Source: an optimization exercise on an open RTL-to-GDS flow (aim: small area). Production flows keep margins and buffers that such runs may drop.
Only simulation tests tie the RTL to the original design; equivalence was not proved.
No driver is modelled on the clock port, so clocking that relies on it looks cheaper here than on a real chip.
Power figures rest on the tool's default switching activity, not on a simulated workload.

## the reference run
// conv_l1
module conv_l1(
    	input clk,
    	input reset,
    	input [7:0] pxl_in,
		input [7:0] kernel_00, input [7:0] kernel_01, input [7:0] kernel_02,
		input [7:0] kernel_10, input [7:0] kernel_11, input [7:0] kernel_12,
		input [7:0] kernel_20, input [7:0] kernel_21, input [7:0] kernel_22,
    	output [15:0] pxl_out,
		output valid
    );
	localparam ROW = 1200;	 
	localparam COL = 6;	 
	localparam DEPTH = 2*ROW + 2*COL;	 
	reg [8*DEPTH-1:0] line;
	always @(posedge clk)
		line <= {line[8*DEPTH-9:0], pxl_in};
	wire [7:0] x00 = line[8*(2*ROW+2*COL)-1 -: 8];
	wire [7:0] x01 = line[8*(2*ROW+COL)-1 -: 8];
	wire [7:0] x02 = line[8*(2*ROW)-1 -: 8];
	wire [7:0] x10 = line[8*(ROW+2*COL)-1 -: 8];
	wire [7:0] x11 = line[8*(ROW+COL)-1 -: 8];
	wire [7:0] x12 = line[8*ROW-1 -: 8];
	wire [7:0] x20 = line[8*(2*COL)-1 -: 8];
	wire [7:0] x21 = line[8*COL-1 -: 8];
	wire [15:0] sum;
	assign pxl_out = sum;
	wire sa1;
	wire sb2;
	wire sc3;
	wire sa4;
	wire sb5;
	wire sc6;
	wire sa7;
	wire sb8;
	wire sc9;
	wire sa10;
	wire sb11;
	wire sc12;
	wire sa13;
	wire sb14;
	wire sc15;
	wire sa16;
	wire sb17;
	wire sc18;
	wire sa19;
  ...
clock: 12.0 ns
lec_check: 0
cap_margin: 20
core_margin: 2
core_utilization: 60
gpl_timing_driven: 0
place_density: 0.75
setup_slack_margin: 0.1
slew_margin: 20
synth_hierarchical: 1
standard.sh (not shown) runs the stock make flow with config.mk's settings and CLKGATE_MAP_FILE= SYNTH_SCRIPT=/design/flow/synth_recipe.tcl, a recipe that flattens the netlist after the stock synthesis.
==> flow/flow/run.sh <==
#!/bin/bash
# The standard layout (standard.sh) with a leaner clock tree: clock tree
# synthesis builds sink clusters of buf_12 without dummy loads, then
# post_cts.tcl resizes each leaf buffer to the smallest that keeps the
# flip-flop clock-pin slew under LEAF_SLEW_PS.
set -euo pipefail
here=$(cd "$(dirname "$0")" && pwd)
export CTS_ARGS="-sink_clustering_enable -repair_clock_nets -dont_use_dummy_load -sink_clustering_size 33 -sink_clustering_max_diameter 80 -buf_list sky130_fd_sc_hd__buf_12 -tree_buf sky130_fd_sc_hd__buf_8"
export POST_CTS_TCL="$here/post_cts.tcl"
export LEAF_SLEW_PS=119
export IO_CONSTRAINTS="$here/io.tcl"
export BUFFER_PORTS_ARGS="-buffer_cell sky130_fd_sc_hd__buf_2"
bash standard.sh > standard.log 2>&1
Other scripts of this flow, unchanged in this note and not shown: flow/flow/io.tcl, flow/flow/leafsize.tcl, flow/flow/post_cts.tcl
Modified inputs, the trial run compared to the reference run
--- a/flow/design.v
+++ b/flow/design.v
@@ -2238,25 +2238,21 @@
 	assign sum[6] = p6 ^ G0_5;
 	assign sum[7] = p7 ^ G1_6;
 	assign sum[8] = p8 ^ G1_7;
 	assign sum[9] = p9 ^ G2_8;
 	assign sum[10] = p10 ^ G2_9;
 	assign sum[11] = p11 ^ G2_10;
 	assign sum[12] = p12 ^ G2_11;
 	assign sum[13] = p13 ^ G3_12;
 	assign sum[14] = p14 ^ G3_13;
 	assign sum[15] = p15 ^ G3_14;
-	reg [10:0] counter1;	 
-	reg [1:0] counter2;	 
+	reg [11:0] count;
 	always @(posedge clk) begin
-		if (reset) begin
-			counter1 <= 0;
-			counter2 <= 0; end
-		else if (counter1 == 11'd1199) begin
-			counter1 <= 0;
-			if (counter2 != 2'd2)
-				counter2 <= counter2 + 1; end
+		if (reset)
+			count <= 0;
+		else if (count == 12'd3599)
+			count <= 12'd2400;
 		else
-			counter1 <= counter1 + 1;
+			count <= count + 1;
 	end
-	assign valid = (counter2 == 2'd2) && (counter1 >= 11'd12);
+	assign valid = (count >= 12'd2412);
 endmodule
The trial run went all the way through the flow, and no timing, DRC or antenna check failed. Of the trial run and the reference run, the trial run shows the lower combinational power share, with the reference run above it. Area after detailed placement delta (the reference run -> the trial run): insignificant. On xor-xnor portion of the synthesized cell area, the trial run tracks the reference run almost exactly. The cell area on the trial run is in line with that on the reference run. Measured against each other, the trial run and the reference run differ in non-clock buffer count, the higher figure coming from the trial run. Cell area after synthesis: the reference run vs the trial run — no meaningful difference. Cmp the trial run and the reference run / power / lower: the trial run. For fmax, the reference run and the trial run come out practically identical. The reference run → the trial run: combinational power has decreased, post-detailed-routing wire length has increased, minimum period implied by the final worst setup slack has decreased, final cell count without fillers has remained practically unchanged. Final sequential cell count across the trial run and the reference run: no real change.

## separate check: timing with driven ports
No port has a modelled driver above. Below, the same layouts with a new extraction and two added sets of constraints.
Step 1 (the two cells are an assumption about what drives the block):
set clk [get_ports {clk}]
set_driving_cell -lib_cell sky130_fd_sc_hd__clkbuf_16 $clk
set_driving_cell -lib_cell sky130_fd_sc_hd__buf_2 [delete_from_list [all_inputs] $clk]
Step 2 adds t to the input delays and takes it off the output delays; t is the mean of the earliest and latest rising clock arrival at the registers after step 1. Input paths then give back, and output paths get back, about the clock's delay inside the block.
Slacks: no drivers / after step 1 / after step 2; pairs: no drivers / after step 1.
| run | t, ns | slack for setup (ns) | worst setup path after step 2 | slew at the worst register clock pin (ns) |
|---|---|---|---|---|
| the reference run | 1.192 | 0.135 / 0.033 / 0.033 | input to output | 0.12 / 0.12 |
| the trial run | 1.174 | 0.140 / 0.028 / 0.028 | input to output | 0.13 / 0.13 |
After both steps every run listed still meets setup and hold. For the trial run, which loses most, drivers alone change the setup slack by -0.112 ns; drivers and shift together by -0.112 ns.
